Background: an optimization exercise with open tools, aiming at small area and a short achievable clock period. Do not read the settings as production practice. Function was checked by simulation only, so behaviour that the tests miss may differ from the original. Power and IR drop assume default switching activity.

===== flow/config.mk =====
export PLATFORM = sky130hd
export DESIGN_NAME = CONV
export DESIGN_NICKNAME = CONV
export VERILOG_FILES = /design/flow/design.v
export SDC_FILE = /design/flow/constraint.sdc
export NUM_CORES = 4
export LEC_CHECK = 0
export CAP_MARGIN = 20
export CORE_MARGIN = 2
export CORE_UTILIZATION = 70
export CTS_BUF_LIST = sky130_fd_sc_hd__clkbuf_8
export CTS_CLUSTER_DIAMETER = 40
export CTS_CLUSTER_SIZE = 16
export SLEW_MARGIN = 20

===== flow/constraint.sdc =====
create_clock -name core_clock -period 10.0 [get_ports {clk}]
set_input_delay 2.0000 -clock core_clock [delete_from_list [all_inputs] [get_ports {clk}]]
set_output_delay 2.0000 -clock core_clock [all_outputs]
set_load 0.01 [all_outputs]

===== flow/design.v =====
module CONV(
 input wire reset,  
 input wire clk,  
 input wire signed [7: 0] CONV_iData0,  
 input wire signed [7: 0] CONV_iData1,  
 output reg signed [15: 0] CONV_oData  
);
reg [6:0] cnt;           
reg [7:0] ra [0:8];      
reg [15:0] rf [0:6];     
reg [15:0] rs [0:7];     
reg [7:0] bj;            
reg [15:0] f7s, f7c;     
reg sw_d;                
wire load = (cnt < 7'd8);
wire bubble = (cnt == 7'd15) || (cnt == 7'd24) || (cnt == 7'd33) || (cnt == 7'd42) ||
              (cnt == 7'd51) || (cnt == 7'd60) || (cnt == 7'd69);
wire [7:0] ma = ra[6];
wire [7:0] mb = bj;
wire [15:0] fb = rf[6];
wire t1 = (ma[0] & mb[5]) ^ (ma[1] & mb[4]);
wire t2 = (ma[0] & mb[5]) & (ma[1] & mb[4]);
wire t3, t4;
assign {t4, t3} = {1'b0, (ma[0] & mb[6])} + {1'b0, (ma[1] & mb[5])} + {1'b0, (ma[2] & mb[4])};
wire t5 = (ma[3] & mb[3]) ^ (ma[4] & mb[2]);
wire t6 = (ma[3] & mb[3]) & (ma[4] & mb[2]);
wire t7, t8;
assign {t8, t7} = {1'b0, ~(ma[0] & mb[7])} + {1'b0, (ma[1] & mb[6])} + {1'b0, (ma[2] & mb[5])};
wire t9, t10;
assign {t10, t9} = {1'b0, (ma[3] & mb[4])} + {1'b0, (ma[4] & mb[3])} + {1'b0, (ma[5] & mb[2])};
wire t11 = (ma[6] & mb[1]) ^ ~(ma[7] & mb[0]);
wire t12 = (ma[6] & mb[1]) & ~(ma[7] & mb[0]);
wire t13, t14;
assign {t14, t13} = {1'b0, ~(ma[1] & mb[7])} + {1'b0, (ma[2] & mb[6])} + {1'b0, (ma[3] & mb[5])};
wire t15, t16;
assign {t16, t15} = {1'b0, (ma[4] & mb[4])} + {1'b0, (ma[5] & mb[3])} + {1'b0, (ma[6] & mb[2])};
wire t17, t18;
assign {t18, t17} = {1'b0, ~(ma[7] & mb[1])} + {1'b0, 1'b1} + {1'b0, fb[8]};
wire t19, t20;
assign {t20, t19} = {1'b0, ~(ma[2] & mb[7])} + {1'b0, (ma[3] & mb[6])} + {1'b0, (ma[4] & mb[5])};
wire t21, t22;
assign {t22, t21} = {1'b0, (ma[5] & mb[4])} + {1'b0, (ma[6] & mb[3])} + {1'b0, ~(ma[7] & mb[2])};
wire t23, t24;
assign {t24, t23} = {1'b0, ~(ma[3] & mb[7])} + {1'b0, (ma[4] & mb[6])} + {1'b0, (ma[5] & mb[5])};
wire t25 = (ma[0] & mb[3]) ^ (ma[1] & mb[2]);
wire t26 = (ma[0] & mb[3]) & (ma[1] & mb[2]);
wire t27, t28;
assign {t28, t27} = {1'b0, (ma[0] & mb[4])} + {1'b0, (ma[1] & mb[3])} + {1'b0, (ma[2] & mb[2])};
wire t29 = (ma[3] & mb[1]) ^ (ma[4] & mb[0]);
wire t30 = (ma[3] & mb[1]) & (ma[4] & mb[0]);
wire t31, t32;
assign {t32, t31} = {1'b0, t1} + {1'b0, (ma[2] & mb[3])} + {1'b0, (ma[3] & mb[2])};
wire t33, t34;
assign {t34, t33} = {1'b0, (ma[4] & mb[1])} + {1'b0, (ma[5] & mb[0])} + {1'b0, fb[5]};
wire t35, t36;
assign {t36, t35} = {1'b0, t2} + {1'b0, t3} + {1'b0, t5};
wire t37, t38;
assign {t38, t37} = {1'b0, (ma[5] & mb[1])} + {1'b0, (ma[6] & mb[0])} + {1'b0, fb[6]};
wire t39, t40;
assign {t40, t39} = {1'b0, t4} + {1'b0, t6} + {1'b0, t7};
wire t41, t42;
assign {t42, t41} = {1'b0, t9} + {1'b0, t11} + {1'b0, fb[7]};
wire t43, t44;
assign {t44, t43} = {1'b0, t8} + {1'b0, t10} + {1'b0, t12};
wire t45, t46;
assign {t46, t45} = {1'b0, t13} + {1'b0, t15} + {1'b0, t17};
wire t47, t48;
assign {t48, t47} = {1'b0, t14} + {1'b0, t16} + {1'b0, t18};
wire t49, t50;
assign {t50, t49} = {1'b0, t19} + {1'b0, t21} + {1'b0, fb[9]};
wire t51, t52;
assign {t52, t51} = {1'b0, t20} + {1'b0, t22} + {1'b0, t23};
wire t53, t54;
assign {t54, t53} = {1'b0, (ma[6] & mb[4])} + {1'b0, ~(ma[7] & mb[3])} + {1'b0, fb[10]};
wire t55, t56;
assign {t56, t55} = {1'b0, t24} + {1'b0, ~(ma[4] & mb[7])} + {1'b0, (ma[5] & mb[6])};
wire t57, t58;
assign {t58, t57} = {1'b0, (ma[6] & mb[5])} + {1'b0, ~(ma[7] & mb[4])} + {1'b0, fb[11]};
wire t59, t60;
assign {t60, t59} = {1'b0, ~(ma[5] & mb[7])} + {1'b0, (ma[6] & mb[6])} + {1'b0, ~(ma[7] & mb[5])};
wire t61 = (ma[0] & mb[2]) ^ (ma[1] & mb[1]);
wire t62 = (ma[0] & mb[2]) & (ma[1] & mb[1]);
wire t63, t64;
assign {t64, t63} = {1'b0, t25} + {1'b0, (ma[2] & mb[1])} + {1'b0, (ma[3] & mb[0])};
wire t65, t66;
assign {t66, t65} = {1'b0, t26} + {1'b0, t27} + {1'b0, t29};
wire t67, t68;
assign {t68, t67} = {1'b0, t28} + {1'b0, t30} + {1'b0, t31};
wire t69, t70;
assign {t70, t69} = {1'b0, t32} + {1'b0, t34} + {1'b0, t35};
wire t71, t72;
assign {t72, t71} = {1'b0, t36} + {1'b0, t38} + {1'b0, t39};
wire t73, t74;
assign {t74, t73} = {1'b0, t40} + {1'b0, t42} + {1'b0, t43};
wire t75, t76;
assign {t76, t75} = {1'b0, t44} + {1'b0, t46} + {1'b0, t47};
wire t77, t78;
assign {t78, t77} = {1'b0, t48} + {1'b0, t50} + {1'b0, t51};
wire t79, t80;
assign {t80, t79} = {1'b0, t52} + {1'b0, t54} + {1'b0, t55};
wire t81, t82;
assign {t82, t81} = {1'b0, t56} + {1'b0, t58} + {1'b0, t59};
wire t83, t84;
assign {t84, t83} = {1'b0, t60} + {1'b0, ~(ma[6] & mb[7])} + {1'b0, ~(ma[7] & mb[6])};
wire t85 = (ma[0] & mb[1]) ^ (ma[1] & mb[0]);
wire t86 = (ma[0] & mb[1]) & (ma[1] & mb[0]);
wire t87, t88;
assign {t88, t87} = {1'b0, t61} + {1'b0, (ma[2] & mb[0])} + {1'b0, fb[2]};
wire t89, t90;
assign {t90, t89} = {1'b0, t62} + {1'b0, t63} + {1'b0, fb[3]};
wire t91, t92;
assign {t92, t91} = {1'b0, t64} + {1'b0, t65} + {1'b0, fb[4]};
wire t93, t94;
assign {t94, t93} = {1'b0, t66} + {1'b0, t67} + {1'b0, t33};
wire t95, t96;
assign {t96, t95} = {1'b0, t68} + {1'b0, t69} + {1'b0, t37};
wire t97, t98;
assign {t98, t97} = {1'b0, t70} + {1'b0, t71} + {1'b0, t41};
wire t99, t100;
assign {t100, t99} = {1'b0, t72} + {1'b0, t73} + {1'b0, t45};
wire t101, t102;
assign {t102, t101} = {1'b0, t74} + {1'b0, t75} + {1'b0, t49};
wire t103, t104;
assign {t104, t103} = {1'b0, t76} + {1'b0, t77} + {1'b0, t53};
wire t105, t106;
assign {t106, t105} = {1'b0, t78} + {1'b0, t79} + {1'b0, t57};
wire t107, t108;
assign {t108, t107} = {1'b0, t80} + {1'b0, t81} + {1'b0, fb[12]};
wire t109, t110;
assign {t110, t109} = {1'b0, t82} + {1'b0, t83} + {1'b0, fb[13]};
wire t111, t112;
assign {t112, t111} = {1'b0, t84} + {1'b0, (ma[7] & mb[7])} + {1'b0, fb[14]};
wire t113 = fb[15] ^ 1'b1;
wire [15:0] m_s = {t112, t110, t108, t106, t104, t102, t100, t98, t96, t94, t92, t90, t88, t86, t85, (ma[0] & mb[0])};
wire [15:0] m_c = {t113, t111, t109, t107, t105, t103, t101, t99, t97, t95, t93, t91, t89, t87, fb[1], fb[0]};
wire [15:0] ak_g = f7s & f7c;
wire [15:0] ak_p = f7s ^ f7c;
wire bk_g1 = ak_g[1] | (ak_p[1] & ak_g[0]);
wire bk_p1 = ak_p[1] & ak_p[0];
wire bk_g2 = ak_g[3] | (ak_p[3] & ak_g[2]);
wire bk_p2 = ak_p[3] & ak_p[2];
wire bk_g3 = ak_g[5] | (ak_p[5] & ak_g[4]);
wire bk_p3 = ak_p[5] & ak_p[4];
wire bk_g4 = ak_g[7] | (ak_p[7] & ak_g[6]);
wire bk_p4 = ak_p[7] & ak_p[6];
wire bk_g5 = ak_g[9] | (ak_p[9] & ak_g[8]);
wire bk_p5 = ak_p[9] & ak_p[8];
wire bk_g6 = ak_g[11] | (ak_p[11] & ak_g[10]);
wire bk_p6 = ak_p[11] & ak_p[10];
wire bk_g7 = ak_g[13] | (ak_p[13] & ak_g[12]);
wire bk_p7 = ak_p[13] & ak_p[12];
wire bk_g8 = ak_g[15] | (ak_p[15] & ak_g[14]);
wire bk_p8 = ak_p[15] & ak_p[14];
wire bk_g9 = bk_g2 | (bk_p2 & bk_g1);
wire bk_p9 = bk_p2 & bk_p1;
wire bk_g10 = bk_g4 | (bk_p4 & bk_g3);
wire bk_p10 = bk_p4 & bk_p3;
wire bk_g11 = bk_g6 | (bk_p6 & bk_g5);
wire bk_p11 = bk_p6 & bk_p5;
wire bk_g12 = bk_g8 | (bk_p8 & bk_g7);
wire bk_p12 = bk_p8 & bk_p7;
wire bk_g13 = bk_g10 | (bk_p10 & bk_g9);
wire bk_p13 = bk_p10 & bk_p9;
wire bk_g14 = bk_g12 | (bk_p12 & bk_g11);
wire bk_p14 = bk_p12 & bk_p11;
wire bk_g15 = bk_g14 | (bk_p14 & bk_g13);
wire bk_p15 = bk_p14 & bk_p13;
wire bk_g16 = bk_g11 | (bk_p11 & bk_g13);
wire bk_p16 = bk_p11 & bk_p13;
wire bk_g17 = bk_g3 | (bk_p3 & bk_g9);
wire bk_p17 = bk_p3 & bk_p9;
wire bk_g18 = bk_g5 | (bk_p5 & bk_g13);
wire bk_p18 = bk_p5 & bk_p13;
wire bk_g19 = bk_g7 | (bk_p7 & bk_g16);
wire bk_p19 = bk_p7 & bk_p16;
wire bk_g20 = ak_g[2] | (ak_p[2] & bk_g1);
wire bk_p20 = ak_p[2] & bk_p1;
wire bk_g21 = ak_g[4] | (ak_p[4] & bk_g9);
wire bk_p21 = ak_p[4] & bk_p9;
wire bk_g22 = ak_g[6] | (ak_p[6] & bk_g17);
wire bk_p22 = ak_p[6] & bk_p17;
wire bk_g23 = ak_g[8] | (ak_p[8] & bk_g13);
wire bk_p23 = ak_p[8] & bk_p13;
wire bk_g24 = ak_g[10] | (ak_p[10] & bk_g18);
wire bk_p24 = ak_p[10] & bk_p18;
wire bk_g25 = ak_g[12] | (ak_p[12] & bk_g16);
wire bk_p25 = ak_p[12] & bk_p16;
wire bk_g26 = ak_g[14] | (ak_p[14] & bk_g19);
wire bk_p26 = ak_p[14] & bk_p19;
wire [15:0] f_sum = {ak_p[15] ^ bk_g26, ak_p[14] ^ bk_g19, ak_p[13] ^ bk_g25, ak_p[12] ^ bk_g16, ak_p[11] ^ bk_g24, ak_p[10] ^ bk_g18, ak_p[9] ^ bk_g23, ak_p[8] ^ bk_g13, ak_p[7] ^ bk_g22, ak_p[6] ^ bk_g17, ak_p[5] ^ bk_g21, ak_p[4] ^ bk_g9, ak_p[3] ^ bk_g20, ak_p[2] ^ bk_g1, ak_p[1] ^ ak_g[0], ak_p[0]};
integer s;
always @(posedge clk) begin
	if (reset == 0) begin
		cnt <= 7'd0;
		CONV_oData <= 16'd0;
	end else begin
		cnt <= (cnt == 7'd111) ? 7'd0 : cnt + 7'd1;
		if (cnt >= 7'd81 && cnt <= 7'd95)
			CONV_oData <= rs[0];
		else
			CONV_oData <= 16'd0;
	end
	sw_d <= bubble || (cnt >= 7'd86 && cnt <= 7'd93);
	if (cnt == 7'd6 || bubble || cnt == 7'd78)
		bj <= (cnt <= 7'd69) ? rs[5][7:0] : 8'd0;
	f7s <= m_s;
	f7c <= m_c;
	ra[0] <= load ? CONV_iData0 : ra[8];
	for (s = 1; s < 8; s = s + 1)
		ra[s] <= ra[s-1];
	ra[8] <= (cnt == 7'd7) ? 8'd0 : ra[7];
	for (s = 1; s < 7; s = s + 1)
		rf[s] <= rf[s-1];
	rf[0] <= (load || (sw_d && cnt <= 7'd77)) ? 16'd0 : f_sum;
	for (s = 1; s < 8; s = s + 1)
		rs[s] <= rs[s-1];
	rs[0] <= load ? {rs[7][15:8], CONV_iData1} : sw_d ? f_sum : rs[7];
end
endmodule

===== flow/flow/run.sh =====
#!/bin/bash
# Standard layout, with stronger port buffers, a stronger clock root buffer and
# timing repair aimed at a shorter period than the constraint (the constraint
# itself is unchanged).
set -uo pipefail
export BUFFER_PORTS_ARGS="-buffer_cell sky130_fd_sc_hd__buf_4"
export SETUP_SLACK_MARGIN=7.0
export CTS_ARGS="-sink_clustering_enable -repair_clock_nets -sink_clustering_size 16 -sink_clustering_max_diameter 40 -buf_list sky130_fd_sc_hd__clkbuf_8 -dont_use_dummy_load -root_buf sky130_fd_sc_hd__clkbuf_16"
bash standard.sh > standard_flow.log 2>&1

===== flow/standard.sh =====
#!/bin/bash
# synth_recipe.tcl (not shown) runs the flow's synth.tcl, then flattens the netlist and writes it again
# the make line also repeats each setting of config.mk as NAME=value (left out here)
make -C /OpenROAD-flow-scripts/flow DESIGN_CONFIG=/design/flow/config.mk WORK_HOME=/design/flow/orfs CLKGATE_MAP_FILE= SYNTH_SCRIPT=/design/flow/synth_recipe.tcl "${@:-finish}"

==> results of run 1 <==
## cells in the mapped netlist, drive strengths merged, types with 8 or more instances
cell type	n	share of area (%)
dfxtp	368	67
inv	91	3.1
and2	64	3.6
fa	56	10
nand2	48	1.6
nor2	29	1.1
ha	25	2.8
o21ai	22	1.0
buf	13	0.82
mux2	11	1.1
nor2b	10	0.57
a21oi	8	0.36
edfxtp	8	2.2
## cells by family after synthesis
family | share of synthesized area [%]
AOI/OAI and AO/OA | 2.83
xor gates and xnor gates | 0.956
adders and majority gates | 13.0
buffers and inverters | 3.96
DFF | 69.2
muxes | 1.67
and+or+nand+nor | 8.37
## metal layers
layer / global-route usage [%] / wire length (um)
met5: 0 / 0
met4: 7.74 / 407
met3: 4.05 / 676
met2: 35.4 / 7980
met1: 28.3 / 7550
## worst max-delay path by stage
stage / start / to / slack, ps
floorplan: reset / CONV_oData[10]$_SDFF_PN0_ / 7170
global placement: reset / CONV_oData[10]$_SDFF_PN0_ / 6890
detailed placement: reset / CONV_oData[13]$_SDFF_PN0_ / 6830
CTS: bj[7]$_SDFFCE_PN0P_ / f7c[7]$_DFF_P_ / 7030
global route: ra[6][0]$_DFF_P_ / f7c[7]$_DFF_P_ / 6970
finish: bj[7]$_SDFFCE_PN0P_ / f7c[10]$_DFF_P_ / 7060
## layout by cell type (no fill, tap or decap), types with 2 or more instances in the layout
master	instances
edfxtp_1	8
xor2_1	7
buf_4	41
fa_1	56
nor2b_1	10
a21oi_1	8
o21ai_0	21
xnor2_1	5
mux2_2	11
a21o_1	3
inv_1	91
o211ai_1	4
nand3_1	4
clkbuf_16	5
clkbuf_8	30
nor2_2	5
ha_1	25
nand2_1	48
o21a_1	2
nor2_1	24
mux2i_1	6
nand4_1	3
a211o_1	2
a32oi_1	2
dfxtp_1	367
nand3b_1	3
and2_1	64
## repair_timing
| action | CTS | global route |
|---|---|---|
| setup endpoints to repair | 2 | 4 |
| gates resized for setup | 0 | 1 |
| setup buffers | 1 | 6 |
| hold endpoints to repair | 0 | 0 |
## worst register-to-register path: stages, from the launching register on
cell,delay [ps]
edfxtp_1,440
buf_4,170
and2_1,150
fa_1,560
fa_1,460
fa_1,490
fa_1,490
inv_1,40
## state kept, by name, indices dropped and copies added, names as in the netlist
name and cells:
CONV_oData 16, bj 8, cnt 7, f7c 16
f7s 16, ra 72, rf 112, rs 128
sw_d 1
## layout make-up
cell class                      instances  area [um^2]
Fill cell                             923         3240
Tap cell                              211          264
Multi-Input combinational cell        329         2960
Timing Repair Buffer                   41          308
Inverter                               91          342
Clock buffer                           35          538
Sequential cell                       376         7610
## power breakdown
part           switching [mW]  internal [mW]
logic                   0.140          0.102
clock network           0.424          0.358
registers              0.0331           1.57
total                   0.597           2.03
==> summary.txt, run 1 <==
* CP max-delay cell: fa_1
* Asr flop ratio synth at 0%
* Hold Path Stages at 0
* CP Cell Sequence: buf_4 > and2_1 > fa_1 > fa_1 > fa_1 > fa_1 > inv_1
* Maxcap violations at 0
* Placed Instance Area at 11400 um^2
* Syn avg cell area at 13.6 um^2
* IO Pins at 34
* IO Port Bufs at 33
* Drc violations at 0
* RSZ-0062 raised after global routing: true
* Total track usage at 21.3%
* Max Root-Sink Buffers at 3
* Status: no timing/DRC/antenna violations
* Finished Cell Area at 12000 um^2
* DR WL/cell at 15.3 um
* Die W at 129 um
* Core area at 15300 um^2
* Global placer's final weighted congestion at 0.826
* Num Clock Sinks at 376
* GRT overflow at 0
* DRT antenna net count at 0
* FF-to-FF End: f7c[10]$_DFF_P_
* Tmin final at 2940 ps
* CP required at 10350 ps
* Post-CTS Hold Buffers at 0
* Power per cell area at 218 nW/um^2
* First-pass GRT wire length at 27.2 mm
* Number of synthesized flops with an enable pin at 8
* Synth Flop Type: dfxtp_1
* Setup violations, final at 0
* VDD IR max at 0.168 mV
* Antenna Cells at 0
* Cell Area, Synth at 11000 um^2
* # rows at 45
* Flops & latches, synth at 376
* Max Freq at 0.340 GHz
* Worst-path clk slew at 80 ps
* Clock skew at 59.8 ps
* Synth-to-Final Area Change at 9.25%
* Final Max Slew Viols at 0
* Worst path bufs/invs at 2
* Gate Count Post-Synth at 810
* Pin count of the biggest net entering global routing at 17
* Drt via density at 4.91
* R2r setup slk at 7060 ps
* Post-placement cell count at 1041
* Worst stage delay on the critical path at 560 ps
* Drt pass-1 iters at 5
* Hold wc startpoint: rf[4][4]$_DFF_P_
* WL final at 16.6 mm
* Reg-to-Reg Start: bj[7]$_SDFFCE_PN0P_
* Final worst slack at 7060 ps
* Final net count at 973
* Setup_tns at 0 ps
* Final core utilization at 78.7%
* Yosys Warn Count at 4
* Startpoint Class: flip-flop
* Number of cells on the critical path at 7
* Crit share post-route at 29.4%
* CP Data Arrival Time at 3290 ps
* CTS tree: built
* H-tree level count at 2
* Die footprint at 16700 um^2
* Worst path most repeated cell: fa_1
* Layout cells sized above 1 at 11.4%
* HP Class: reg -> reg
* Final HPWL DP at 11.4 mm
* Endpoint, Worst Hold: rf[5][4]$_DFF_P_
* Worst setup EP type: flip-flop
* Unique masters post-synth at 44
* Hold Violations, Final at 0
* Vias in the first global route at 5657
* Initial DRC count at 215
* Die Height at 129 um
* R2R depth at 7
* Cts bufs inserted at 35
* Leakage at 5.17 nW
* Dpl ws at 6830 ps
* Critical Path Fanout Max at 4
* Pwr Total at 2.62 mW
* CTS root buf: clkbuf_16
* Fin Hold WS at 281 ps
* Clock Latency Late Sink at 490 ps
* Initial antenna violation count at 0
* Worst-Margin Slew at 762 ps
* Crit Path Class: reg -> reg
* Sequential area share after synthesis at 69.2%
* Slew margin rel. at 48.8%
* Non-filler cells in the finished layout at 1083
* Crit-path leading delay family: adder cells
* Post-synth net total at 909
* Initial core utilization at 72.1%
* Via count at 5319
==> run 2, diff against run 1 <==
==> flow/flow/run.sh (replaced) <==
#!/bin/bash
# Standard layout, with stronger port buffers, a stronger clock root buffer and
# timing repair aimed at a shorter period than the constraint (the constraint
# itself is unchanged).
set -uo pipefail
export BUFFER_PORTS_ARGS="-buffer_cell sky130_fd_sc_hd__buf_2"
export SETUP_SLACK_MARGIN=7.0
export CTS_ARGS="-sink_clustering_enable -repair_clock_nets -sink_clustering_size 12 -sink_clustering_max_diameter 35 -buf_list sky130_fd_sc_hd__clkbuf_4 -dont_use_dummy_load -root_buf sky130_fd_sc_hd__clkbuf_16"
bash standard.sh > standard_flow.log 2>&1
==> summary.txt, run 2 <==
* Asr flop ratio synth at 0%
* RSZ-0062 raised after global routing: false
* Cell Area, Synth at 11000 um^2
* Die Height at 129 um
* Setup violations, final at 0
* # rows at 45
* Crit-path leading delay family: flip-flops
* Crit Path Class: reg -> out
* Flops & latches, synth at 376
* CP Data Arrival Time at 960 ps
* Number of synthesized flops with an enable pin at 8
* Net Switching at 0.587 mW
* Drt via density at 4.87
* Initial core utilization at 72.1%
* Internal power component at 1.93 mW
* Synth Flop Type: dfxtp_1
* Startpoint Class: flip-flop
* Core area at 15300 um^2
* Most common cell after layout, fill and taps aside: dfxtp_1
* Vias in the first global route at 5624
* Global placer's final weighted congestion at 0.810
* Worst path bufs/invs at 1
* Layout cells sized above 1 at 12.6%
* Unique masters post-synth at 44
* IO Pins at 34
* Clock skew at 77.7 ps
* Multi-input logic area at 2960 um^2
* Slew margin rel. at 53.4%
* CP required at 8000 ps
* Worst stage delay on the critical path at 350 ps
* Register area at 7620 um^2
* Reg power frac at 63.4%
* Max Root-Sink Buffers at 3
* CP max-delay cell: dfxtp_2
* Cts bufs inserted at 43
* Synth top area cells: dfxtp_1 67%, fa_1 10%, and2_1 3.6%
* Logic pwr share at 9.6%
* H-tree level count at 2
* Biggest register: rs
* Total track usage at 20.8%
* CP Cell Sequence: buf_6
* Drc violations at 0
* Final HPWL DP at 11.2 mm
* Hold Violations, Final at 0
* Die footprint at 16700 um^2
* Sequential area share after synthesis at 69.2%
* Synth top area share at 67.0%
* GRT overflow at 0
* Final net count at 979
* First-pass GRT wire length at 26.9 mm
* Drt pass-1 iters at 4
* Initial DRC count at 184
* CTS tree: built
* Power per cell area at 213 nW/um^2
* Num Clock Sinks at 376
* Worst-Margin Slew at 694 ps
* Post-CTS Hold Buffers at 0
* Synth area leader: dfxtp_1
* Synth-to-Final Area Change at 7.44%
* Antenna Cells at 0
* Max Freq at 0.338 GHz
* CTS root buf: clkbuf_16
* Setup_tns at 0 ps
* Maxcap violations at 0
* Leakage at 5.11 nW
* Post-synth net total at 909
* Layout filler cell count at 953
* Most frequent cells in the layout: 361 x dfxtp_1, 91 x inv_1, 64 x and2_1
* Final Max Slew Viols at 0
* Initial antenna violation count at 0
* Gate Count Post-Synth at 810
* Top flop regs: rs x128, rf x112, ra x72
* Via count at 5301
* IO Port Bufs at 33
* Clk pwr share at 27.0%
* Syn avg cell area at 13.6 um^2
* WL final at 16.3 mm
* VDD IR max at 0.204 mV
* Clock Latency Late Sink at 500 ps
* Sw Ratio at 23.3%
* Final core utilization at 77.4%
* Crit share post-route at 29.6%
* DR WL/cell at 14.9 um
* Max reg flops at 128
* HP Class: reg -> reg
* Worst setup EP type: output port
* Yosys Warn Count at 4
* Tmin final at 2960 ps
* Critical Path Fanout Max at 1
* Commonest cells in the netlist: 368 x dfxtp_1, 91 x inv_1, 64 x and2_1, 56 x fa_1, 48 x nand2_1
* Status: no timing/DRC/antenna violations
* Worst-path clk slew at 120 ps
* Most common cell in the synthesized netlist: dfxtp_1
* Pin count of the biggest net entering global routing at 17
* Die W at 129 um
* DRT antenna net count at 0
run 2: changes by cell type in the layout (fill, tap and decap cells not counted):
| cell | previous run | this run |
|---|---|---|
| buf_2 | 0 | 30 |
| buf_4 | 41 | 6 |
| buf_6 | 0 | 3 |
| clkbuf_4 | 0 | 38 |
| clkbuf_8 | 30 | 0 |
| dfxtp_1 | 367 | 361 |
| dfxtp_2 | 1 | 7 |
run 2: cell type report:
| type | instances | share of cell area (%) |
|---|---|---|
| inverter | 91 | 2.89 |
| tap | 211 | 2.23 |
| clock buffer | 43 | 3.47 |
| multi-input combinational | 329 | 25.0 |
| sequential | 376 | 64.5 |
| timing repair buffer | 39 | 1.94 |
run 2: path summary, 6_finish.rpt:
kind / start / endpoint / slack [ps] / depth (start not counted)
setup / recovery: CONV_oData[7]$_SDFF_PN0_ / CONV_oData[7] / 7040 / 1
hold / removal: rf[2][8]$_DFF_P_ / rf[3][8]$_DFF_P_ / 280 / 0
setup reg to reg: ra[6][3]$_DFF_P_ / f7c[10]$_DFF_P_ / 7100 / 6
hold reg to reg: rf[2][8]$_DFF_P_ / rf[3][8]$_DFF_P_ / 280 / 0
run 2: kinds of logic after synthesis:
logic type | count (synthesis) | synth area share, %
flip-flops | 376 | 69.2
AND/OR/NAND/NOR | 172 | 8.37
buffers and inverters | 105 | 3.96
adder cells (fa/ha/maj) | 81 | 13.0
AO/OA/AOI/OAI | 47 | 2.83
multiplexers | 17 | 1.67
XOR/XNOR | 12 | 0.956
run 2: through the flow:
step	power (mW)	area [um^2]	hold WS [ps]	std cells	setup WS, ps
floorplan	1.79	11000	310	810	7170
global placement	1.86	11300	310	1041	6890
detailed placement	1.87	11300	312	1041	6830
CTS	2.55	11800	281	1084	7010
global route	2.64	11800	281	1089	7000
finish	2.52	11800	281	1089	7040
run 2: power groups by stage:
stage               combinational, mW  sequential (mW)  clock, mW
floorplan                       0.172             1.62          0
global placement                0.231             1.63          0
detailed placement              0.242             1.63          0
CTS                             0.247             1.60      0.704
global route                    0.272             1.61      0.764
finish                          0.241             1.60      0.681
run 2: layer usage:
| metal | track usage, % | vias to the layer above | share of wire [%] | wire, um |
|---|---|---|---|---|
| li1 | - | 2610 | - | - |
| met1 | 28.0 | 2555 | 46 | 7470 |
| met2 | 34.0 | 101 | 48 | 7830 |
| met3 | 4.34 | 35 | 3.8 | 623 |
| met4 | 7.29 | 0 | 2.1 | 334 |
| met5 | 0 | - | 0 | 0 |
run 2: worst reg2reg max path, cell delays in order (launching register included):
cell     delay [ps]
dfxtp_1         590
and2_1          240
fa_1            450
fa_1            550
fa_1            440
fa_1            490
inv_1            30
run 2: timing repair:
| action | CTS | global route |
|---|---|---|
| setup endpoints to repair | 1 | 6 |
| buffers inserted | 0 | 5 |
| gates resized for setup | 1 | 9 |
==> run 3, diff against run 2 <==
==> flow/flow/run.sh (replaced) <==
#!/bin/bash
# Standard layout (standard synthesis unchanged), with:
#  - full-adder polarity clean-up of the synthesized netlist (flow/fa_polarity.py),
#  - stronger port buffers,
#  - a stronger clock root buffer and no dummy clock loads,
#  - timing repair aimed at a shorter period than the constraint (the constraint
#    itself is unchanged).
# Each tool's output goes to its own log file in this folder (and ORFS's own logs
# under orfs/logs).
set -uo pipefail
export BUFFER_PORTS_ARGS="-buffer_cell sky130_fd_sc_hd__buf_2"
export SETUP_SLACK_MARGIN=7.0
export CTS_ARGS="-sink_clustering_enable -repair_clock_nets -sink_clustering_size 16 -sink_clustering_max_diameter 40 -buf_list sky130_fd_sc_hd__clkbuf_8 -dont_use_dummy_load -root_buf sky130_fd_sc_hd__clkbuf_16"
R=orfs/results/${FLOW_PLATFORM:-sky130hd}/CONV/base

bash standard.sh synth > standard_synth.log 2>&1
if openroad -python -exit flow/fa_polarity.py "$R/1_synth.odb" "$R/1_synth_fapol.odb" > fa_polarity.log 2>&1 \
   && [[ -s "$R/1_synth_fapol.odb" ]]; then
  mv "$R/1_synth.odb" "$R/1_synth_orig.odb"
  mv "$R/1_synth_fapol.odb" "$R/1_synth.odb"
  touch "$R/1_synth.sdc"
fi
bash standard.sh > standard_flow.log 2>&1
==> flow/flow/fa_polarity.py (new file) <==
"""Remove inverters around full-adder cells in the synthesized netlist.

A full adder is self-dual: FA(~a, ~b, ~c) = ~FA(a, b, c) for both outputs. For each
fa cell this chooses whether it computes its function on complemented inputs (so
that its outputs carry complemented values), picking the choices that need the
fewest inverters, then rewires every consumer to the true or the complemented copy
of its signal and removes the inverters left without loads. The logic function of
every register input and output port is unchanged.

usage: openroad -python -exit fa_polarity.py IN.odb OUT.odb
"""
import sys
import random
import odb

src, dst = sys.argv[1], sys.argv[2]
db = odb.dbDatabase.create()
odb.read_db(db, src)
block = db.getChip().getBlock()
INV = db.findMaster("sky130_fd_sc_hd__inv_1")


def mname(inst):
    return inst.getMaster().getName()


def is_inv(inst):
    return mname(inst).startswith("sky130_fd_sc_hd__inv_")


def is_fa(inst):
    return mname(inst).startswith("sky130_fd_sc_hd__fa_")


def sig_iterms(inst):
    return [it for it in inst.getITerms() if it.getSigType() not in ("POWER", "GROUND")]


def driver(net):
    for it in net.getITerms():
        if it.getSigType() in ("POWER", "GROUND"):
            continue
        if it.getIoType() == "OUTPUT":
            return it
    return None


def base(net):
    """Follow inverters back: (net not driven by an inverter, polarity)."""
    pol = 0
    seen = 0
    while True:
        d = driver(net)
        if d is None or not is_inv(d.getInst()):
            return net, pol
        a = d.getInst().findITerm("A").getNet()
        if a is None:
            return net, pol
        net = a
        pol ^= 1
        seen += 1
        if seen > 100:
            raise RuntimeError("inverter loop")


# nets with ports stay as they are (their inverters are kept)
port_nets = set(n.getName() for n in block.getNets() if len(n.getBTerms()) > 0)

# consumers: (iterm, base net, polarity, consumer instance if fa)
cons = []
for inst in block.getInsts():
    if is_inv(inst):
        continue
    for it in sig_iterms(inst):
        if it.getIoType() != "INPUT":
            continue
        net = it.getNet()
        if net is None or net.getSigType() in ("POWER", "GROUND", "CLOCK"):
            continue
        b, pol = base(net)
        cons.append((it, b, pol, inst if is_fa(inst) else None))

# a consumer on a port net, or a chain through a port net, is left alone
def touches_port(it, b):
    net = it.getNet()
    while True:
        if net.getName() in port_nets:
            return True
        if net.getName() == b.getName():
            return False
        d = driver(net)
        net = d.getInst().findITerm("A").getNet()

cons = [c for c in cons if not touches_port(c[0], c[1])]

fas = [i for i in block.getInsts() if is_fa(i)]
phi = {i.getName(): 0 for i in fas}


def src_phi(b):
    d = driver(b)
    if d is not None and is_fa(d.getInst()):
        return phi[d.getInst().getName()]
    return 0


def need(c):
    it, b, pol, f = c
    return pol ^ (phi[f.getName()] if f is not None else 0) ^ src_phi(b)


def cost():
    return len(set(c[1].getName() for c in cons if need(c)))


best = cost()
start = best
improved = True
while improved:
    improved = False
    for f in fas:
        n = f.getName()
        phi[n] ^= 1
        c = cost()
        if c < best:
            best = c
            improved = True
        else:
            phi[n] ^= 1
print(f"fa_polarity: {sum(phi.values())} of {len(fas)} adders flipped, "
      f"inverted signals {start} -> {best}")

# rewire
old_invs = [i for i in block.getInsts() if is_inv(i)]
comp = {}
k = 0
for c in cons:
    it, b, pol, f = c
    want = b
    if need(c):
        key = b.getName()
        if key not in comp:
            k += 1
            net = odb.dbNet_create(block, f"fapol_n{k}")
            inv = odb.dbInst_create(block, INV, f"fapol_inv{k}")
            inv.findITerm("A").connect(b)
            inv.findITerm("Y").connect(net)
            for pit in inv.getITerms():
                if pit.getSigType() == "POWER":
                    pass
            comp[key] = net
        want = comp[key]
    if it.getNet().getName() != want.getName():
        it.disconnect()
        it.connect(want)

# remove inverters without loads, repeatedly
changed = True
removed = 0
while changed:
    changed = False
    for inst in list(block.getInsts()):
        if not is_inv(inst) or inst.getName().startswith("fapol_"):
            continue
        y = inst.findITerm("Y").getNet()
        loads = 0
        if y is not None:
            loads = sum(1 for it in y.getITerms() if it.getIoType() == "INPUT") + len(y.getBTerms())
        if loads == 0:
            odb.dbInst_destroy(inst)
            if y is not None and len(y.getITerms()) == 0 and len(y.getBTerms()) == 0:
                odb.dbNet_destroy(y)
            removed += 1
            changed = True
print(f"fa_polarity: {k} inverters added, {removed} removed")

# power pins of the new inverters follow the global connections of the design
odb.write_db(db, dst)
==> summary.txt, run 3 <==
* Initial DRC count at 209
* Dpl ws at 6900 ps
* Post-CTS Hold Buffers at 0
* # rows at 45
* CP Cell Sequence: buf_6
* GRT overflow at 0
* Critical Path Fanout Max at 1
* Fin Hold WS at 296 ps
* Final core utilization at 77.3%
* Pwr Total at 2.63 mW
* Num Clock Sinks at 376
* Post-synth net total at 873
* Total track usage at 21.0%
* Pin count of the biggest net entering global routing at 17
* Global placer's final weighted congestion at 0.838
* R2r setup slk at 7070 ps
* Post-placement cell count at 982
* Layout filler cell count at 930
* Synth-to-Final Area Change at 8.17%
* Startpoint Class: flip-flop
* Clock Latency Late Sink at 490 ps
* Cts bufs inserted at 35
* Slew margin rel. at 41.0%
* Most common cell after layout, fill and taps aside: dfxtp_1
* HP Class: reg -> reg
* Leakage at 5.01 nW
* Final worst slack at 7030 ps
* Drc violations at 0
* Worst Setup SP: CONV_oData[10]$_SDFF_PN0_
* Non-filler cells in the finished layout at 1019
* Tmin final at 2970 ps
* Reg-to-Reg Start: bj[5]$_SDFFCE_PN0P_
* Max Freq at 0.337 GHz
* Finished Cell Area at 11800 um^2
* Hold Path Stages at 0
* Drt via density at 5.07
* Vias in the first global route at 5351
* Via count at 5164
* Crit share post-route at 29.7%
* Multi-input logic area at 2960 um^2
* IO Pins at 34
* CP max-delay cell: dfxtp_2
* Setup_tns at 0 ps
* Worst-Margin Slew at 879 ps
* Antenna Cells at 0
* Final Max Slew Viols at 0
* Power per cell area at 224 nW/um^2
* DR WL/cell at 16.0 um
* Worst setup EP type: output port
* Yosys Warn Count at 4
* CP required at 8000 ps
* Cell Area, Synth at 10900 um^2
* CTS tree: built
* Worst stage delay on the critical path at 380 ps
* Crit-path leading delay family: flip-flops
* Max Root-Sink Buffers at 3
* Worst-path clk slew at 90 ps
* Core area at 15200 um^2
* Initial core utilization at 71.5%
* Final HPWL DP at 11.1 mm
* Setup violations, final at 0
* IO Port Bufs at 33
* Max reg flops at 128
* Status: no timing/DRC/antenna violations
* Top flop regs: rs x128, rf x112, ra x72
* RSZ-0062 raised after global routing: true
* Drt pass-1 iters at 4
* Syn avg cell area at 14.0 um^2
* Number of cells on the critical path at 1
* R2R depth at 6
* Gate Count Post-Synth at 774
* CTS root buf: clkbuf_16
* Layout cells sized above 1 at 11.8%
* Initial antenna violation count at 0
* Hold Violations, Final at 0
* First-pass GRT wire length at 26.6 mm
* Register area at 7610 um^2
* Die footprint at 16500 um^2
* Die Height at 129 um
* CP Data Arrival Time at 970 ps
* DRT antenna net count at 0
* Placed Instance Area at 11200 um^2
* WL final at 16.3 mm
* Maxcap violations at 0
* Biggest register: rs
* Die W at 129 um
* Crit Path Class: reg -> out
* Most frequent cells in the layout: 364 x dfxtp_1, 63 x and2_1, 56 x fa_1
* Clock skew at 50.0 ps
* H-tree level count at 2
* VDD IR max at 0.165 mV
* Final net count at 932
* Hold wc startpoint: rf[1][3]$_DFF_P_
* Worst path bufs/invs at 1
run 3: path summary, 6_finish.rpt:
path                                         end
worst max-delay path              CONV_oData[10]
worst min register to register  rf[2][3]$_DFF_P_
worst max register to register    f7c[7]$_DFF_P_
worst min-delay path            rf[2][3]$_DFF_P_
run 3: report_power, final:
group | switching (mW) | internal (mW) | total (mW)
Clock | 0.433 | 0.358 | 0.791
Combinational | 0.141 | 0.100 | 0.241
Sequential | 0.0345 | 1.57 | 1.60
Total | 0.608 | 2.02 | 2.63
run 3: what timing repair did:
item | in CTS | in global routing
gates resized for setup | 2 | 5
setup buffers | 0 | 2
setup endpoints to repair | 2 | 8
run 3: area by class of cell:
type | instances | area share [%]
Multi-Input combinational cell | 329 | 25.2
Inverter | 55 | 1.76
Timing Repair Buffer | 36 | 1.70
Clock buffer | 35 | 4.58
Tap cell | 188 | 2.00
Sequential cell | 376 | 64.8
run 3: layer usage:
| metal | part of all wire [%] | global-route usage (%) |
|---|---|---|
| met2 | 46 | 32.8 |
| met5 | 0 | 0 |
| met3 | 4.5 | 5.16 |
| met4 | 2.2 | 7.16 |
| met1 | 48 | 29.4 |

separate check: timing with driven ports:
Ports are ideal in the flow. The routed layouts listed here were re-timed in OpenROAD. Step 1 (the two cells are an assumption about what drives the block):
set clk [get_ports {clk}]
set_driving_cell -lib_cell sky130_fd_sc_hd__clkbuf_16 $clk
set_driving_cell -lib_cell sky130_fd_sc_hd__buf_2 [delete_from_list [all_inputs] $clk]
Step 2, shift: input delay + t, output delay - t, t = (earliest + latest rising clock arrival at the registers) / 2. This alone moves slack from input paths to output paths. Slacks: ideal ports / drivers / drivers and shift; pairs: ideal ports / drivers.
run | shift t [ns] | setup WS [ns] | worst register clock-pin slew, ns | cell pins on the clock port's net
run 1 | 0.501 | 7.062 / 7.021 / 6.841 | 0.09 / 0.09 | 1
run 2 | 0.505 | 7.039 / 6.998 / 6.859 | 0.12 / 0.12 | 1
run 3 | 0.502 | 7.033 / 6.992 / 6.931 | 0.09 / 0.09 | 1
After both steps every run listed still meets setup and hold. The setup slack of run 1, which loses most, moves by -0.041 ns with the drivers and by -0.221 ns with both steps.
